This design comes from an exercise in tuning for small area, a short achievable clock period and few clock cycles on the open sky130 flow, not from production work.
Function was checked by simulation only, so behaviour that the tests miss may differ from the original.
Power and IR drop assume default switching activity.

==> flow/design.v (excerpt) <==
module core_riscv (
    input  logic        clk,
    input  logic        rst_i,
    input  logic [31:0] imem_data_i,
    output logic [31:0] imem_addr_o,
    output logic        imem_rd_en_o,
    input  logic [31:0] dmem_data_i,
    output logic [31:0] dmem_data_o,
    output logic [31:0] dmem_addr_o,
    output logic        dmem_rd_en_o,
    output logic        dmem_wr_en_o,
    output logic [1:0]  dmem_size_o,
    output logic        dmem_sign_o
);
    logic [9:0]  pc_f;       
    logic [9:0]  pc_i;       
    logic        pc_f1, pc_i1;   
    logic        i_valid;
    logic        stall_r;    
    logic [31:0] ir;
    logic [31:0] pc_r;       
    logic [31:0] npc;        
    logic        use_npc;
    logic [31:0] et_r;       
    logic        use_et;     
    logic        r_valid;
    logic        is_lui, is_auipc, is_jal, is_jalr, is_br, is_ld, is_st, is_opi, is_op;
    logic        r_wr, use1, use2, r_pred, r_redi;
    logic [31:0] e_op1, e_op2, e_x;    
    logic [4:0]  e_rd;
    logic [2:0]  e_f3;
    logic        e_sub, e_s_add, e_s_slt, e_s_sltu, e_s_xor, e_s_or, e_s_and, e_s_sh, e_s_link;
    logic        e_shl, e_sra;
    logic        e_brq, e_jalrq, e_ldq, e_stq, e_wrq, e_kill;    
    logic        e_br, e_jalr, e_ld, e_st, e_wr, e_pred, e_k2, e_k3;
    assign e_br   = e_brq   & ~e_kill;
    assign e_jalr = e_jalrq & ~e_kill;
    assign e_ld   = e_ldq   & ~e_kill;
    assign e_st   = e_stq   & ~e_kill;
    assign e_wr   = e_wrq   & ~e_kill;
    logic [31:0] m_res, m_sd;
    logic [4:0]  m_rd;
    logic [1:0]  m_size;
    logic        m_sign, m_ld, m_st, m_wr;
    logic [31:0] w_res;
    logic [4:0]  w_rd;
    logic        w_ld, w_wr;
    logic [31:0] rf [1:31];
    logic [31:0] wb_data;
    assign wb_data = w_ld ? dmem_data_i : w_res;
    genvar gi;
    generate
        for (gi = 1; gi < 32; gi++) begin : g_rf
            always_ff @(posedge clk) begin
  ...
Size in the first run: about 1400 flip-flops, ~170 I/O pins, roughly 68000 sq um of cells after synthesis.
export LEC_CHECK = 0
export CAP_MARGIN = 20
export CORE_MARGIN = 2
export CORE_UTILIZATION = 40
export CTS_BUF_LIST = sky130_fd_sc_hd__clkbuf_16
export CTS_CLUSTER_DIAMETER = 80
export CTS_CLUSTER_SIZE = 24
export PLACE_DENSITY = 0.6
export SLEW_MARGIN = 20
export SETUP_SLACK_MARGIN = 6.2
create_clock -name core_clock -period 10.0 [get_ports {clk}]
standard.sh (not shown) runs the stock make flow with config.mk's settings and CLKGATE_MAP_FILE= SYNTH_SCRIPT=/design/flow/synth_recipe.tcl, a recipe that flattens the netlist after the stock synthesis.
==> flow/flow/run.sh <==
#!/bin/bash
set -euo pipefail
echo 'export SETUP_SLACK_MARGIN = 6.2' >> config.mk
bash standard.sh > standard.log 2>&1
Testbench counts at the start, summed over its fixed seeds: cycles 59,197.
Then changed:
--- a/flow/design.v
+++ b/flow/design.v
@@ -118,49 +118,59 @@
     logic r_k1, r_k2, r_k3;
     assign r_k1 = (imm_b == 32'd4);
     assign r_k2 = (imm_b == 32'd8);
     assign r_k3 = (imm_b == 32'd12);
     logic hm1, hm2, hw1, hw2, lw1, lw2;
     assign hm1 = m_wr && (m_rd == rs1);
     assign hm2 = m_wr && (m_rd == rs2);
     assign hw1 = w_wr && (w_rd == rs1);
     assign hw2 = w_wr && (w_rd == rs2);
     assign lw1 = hw1 & w_ld & ~hm1;    
     assign lw2 = hw2 & w_ld & ~hm2;
-    logic [31:0] v1, v2;    
-    assign v1 = hm1 ? m_res : (hw1 ? w_res : rf1);
-    assign v2 = hm2 ? m_res : (hw2 ? w_res : rf2);
     logic fe1, fe2, fes;
     assign fe1 = use1  & e_wr & (e_rd == rs1);
     assign fe2 = use2  & e_wr & (e_rd == rs2);
     assign fes = is_st & e_wr & (e_rd == rs2);
+    logic s1_e, s1_ld, s1_pc, s1_m, s1_w, s1_rf;
+    assign s1_e  = fe1;
+    assign s1_ld = ~fe1 & use1 & lw1;
+    assign s1_pc = ~fe1 & ~(use1 & lw1) & ~is_lui & is_auipc;
+    assign s1_m  = ~fe1 & ~(use1 & lw1) & ~is_lui & ~is_auipc & hm1;
+    assign s1_w  = ~fe1 & ~(use1 & lw1) & ~is_lui & ~is_auipc & ~hm1 & hw1;
+    assign s1_rf = ~fe1 & ~(use1 & lw1) & ~is_lui & ~is_auipc & ~hm1 & ~hw1;
+    logic [31:0] imm2;
+    assign imm2 = is_st ? imm_s : ((is_lui | is_auipc) ? imm_u : imm_i);
+    logic s2_e, s2_ld, s2_m, s2_w, s2_rf, s2_im;
+    assign s2_e  = fe2;
+    assign s2_ld = ~fe2 & use2 & lw2;
+    assign s2_m  = ~fe2 & use2 & ~lw2 & hm2;
+    assign s2_w  = ~fe2 & use2 & ~lw2 & ~hm2 & hw2;
+    assign s2_rf = ~fe2 & use2 & ~lw2 & ~hm2 & ~hw2;
+    assign s2_im = ~fe2 & ~use2;
+    logic sx_e, sx_ld, sx_m, sx_w, sx_rf, sx_t, sx_p;
+    assign sx_e  = fes;
+    assign sx_ld = ~fes & is_st & lw2;
+    assign sx_m  = ~fes & is_st & ~lw2 & hm2;
+    assign sx_w  = ~fes & is_st & ~lw2 & ~hm2 & hw2;
+    assign sx_rf = ~fes & is_st & ~lw2 & ~hm2 & ~hw2;
+    assign sx_t  = ~fes & ~is_st & is_br & ~r_pred;
+    assign sx_p  = ~fes & ~is_st & ~(is_br & ~r_pred);
     logic [31:0] res;
-    logic [31:0] op1_p, op2_p, x_p, op1_n, op2_n, x_n;
-    assign op1_n = fe1 ? res : op1_p;
-    assign op2_n = fe2 ? res : op2_p;
-    assign x_n   = fes ? res : x_p;
-    always_comb begin
-        if (use1 & lw1)      op1_p = dmem_data_i;
-        else if (is_lui)     op1_p = '0;
-        else if (is_auipc)   op1_p = pc_r;
-        else                 op1_p = v1;
-        if (use2 & lw2)      op2_p = dmem_data_i;
-        else if (use2)       op2_p = v2;
-        else if (is_st)      op2_p = imm_s;
-        else if (is_lui | is_auipc) op2_p = imm_u;
-        else                 op2_p = imm_i;
-        if (is_st & lw2)     x_p = dmem_data_i;
-        else if (is_st)      x_p = v2;
-        else if (is_br & ~r_pred) x_p = r_tgt;
-        else                 x_p = r_pc4;
-    end
+    logic [31:0] op1_n, op2_n, x_n;
+    assign op1_n = ({32{s1_e}}  & res)  | ({32{s1_ld}} & dmem_data_i) | ({32{s1_pc}} & pc_r)
+                 | ({32{s1_m}}  & m_res) | ({32{s1_w}}  & w_res)       | ({32{s1_rf}} & rf1);
+    assign op2_n = ({32{s2_e}}  & res)  | ({32{s2_ld}} & dmem_data_i) | ({32{s2_m}}  & m_res)
+                 | ({32{s2_w}}  & w_res) | ({32{s2_rf}} & rf2)         | ({32{s2_im}} & imm2);
+    assign x_n   = ({32{sx_e}}  & res)  | ({32{sx_ld}} & dmem_data_i) | ({32{sx_m}}  & m_res)
+                 | ({32{sx_w}}  & w_res) | ({32{sx_rf}} & rf2)         | ({32{sx_t}}  & r_tgt)
+                 | ({32{sx_p}}  & r_pc4);
     logic a_sub, a_add, a_slt, a_sltu, a_xor, a_or, a_and, a_sh, a_shl, a_sra;
     logic alu_rr;    
     assign alu_rr = is_op | is_opi;
     always_comb begin
         a_add  = is_lui | is_auipc | is_ld | is_st | (alu_rr & f3 == 3'b000);
         a_sub  = (is_op & f3 == 3'b000 & ir[30]) | (alu_rr & f3[2:1] == 2'b01) | is_br;
         a_slt  = alu_rr & f3 == 3'b010;
         a_sltu = alu_rr & f3 == 3'b011;
         a_xor  = alu_rr & f3 == 3'b100;
         a_or   = alu_rr & f3 == 3'b110;
         a_and  = alu_rr & f3 == 3'b111;
Sequential share of layout area increases by 1.4 points.
Count of clock-buffer cells in the layout grows by 1.
Setup slack improved by 0.044 ns.
Via count falls by a few percent.
Routed wire length shrinks by a few percent.
Total power fell slightly.
Hold slack gets better by 0.038 ns.
Cell count drops by a few percent.
Synthesized cell count drops by a little under a tenth.
Testbench counts after the change, summed over its fixed seeds: cycles 59,197.

static timing again, ports no longer ideal:
No port has a modelled driver above. Below, the same layouts with a new extraction and two added sets of constraints.
Step 1 (the two cells are an assumption about what drives the block):
set clk [get_ports {clk}]
set_driving_cell -lib_cell sky130_fd_sc_hd__clkbuf_16 $clk
set_driving_cell -lib_cell sky130_fd_sc_hd__buf_2 [delete_from_list [all_inputs] $clk]
Step 2 adds t to the input delays and takes it off the output delays; t is the mean of the earliest and latest rising clock arrival at the registers after step 1. Input paths then give back, and output paths get back, about the clock's delay inside the block.
a / b / c = no drivers / after step 1 / after step 2; a / b = the first two.
run	t, ns	slack for setup (ns)	hold WS [ns]	slew at the worst register clock pin (ns)
the first run	0.834	6.015 / 6.015 / 5.360	0.352 / 0.352 / 0.352	0.10 / 0.10
the second run	0.839	6.058 / 6.058 / 5.418	0.390 / 0.390 / 0.390	0.11 / 0.11
After both steps setup and hold are still met in every run listed. For the first run, which loses most, drivers alone change the setup slack by 0.000 ns; drivers and shift together by -0.655 ns.
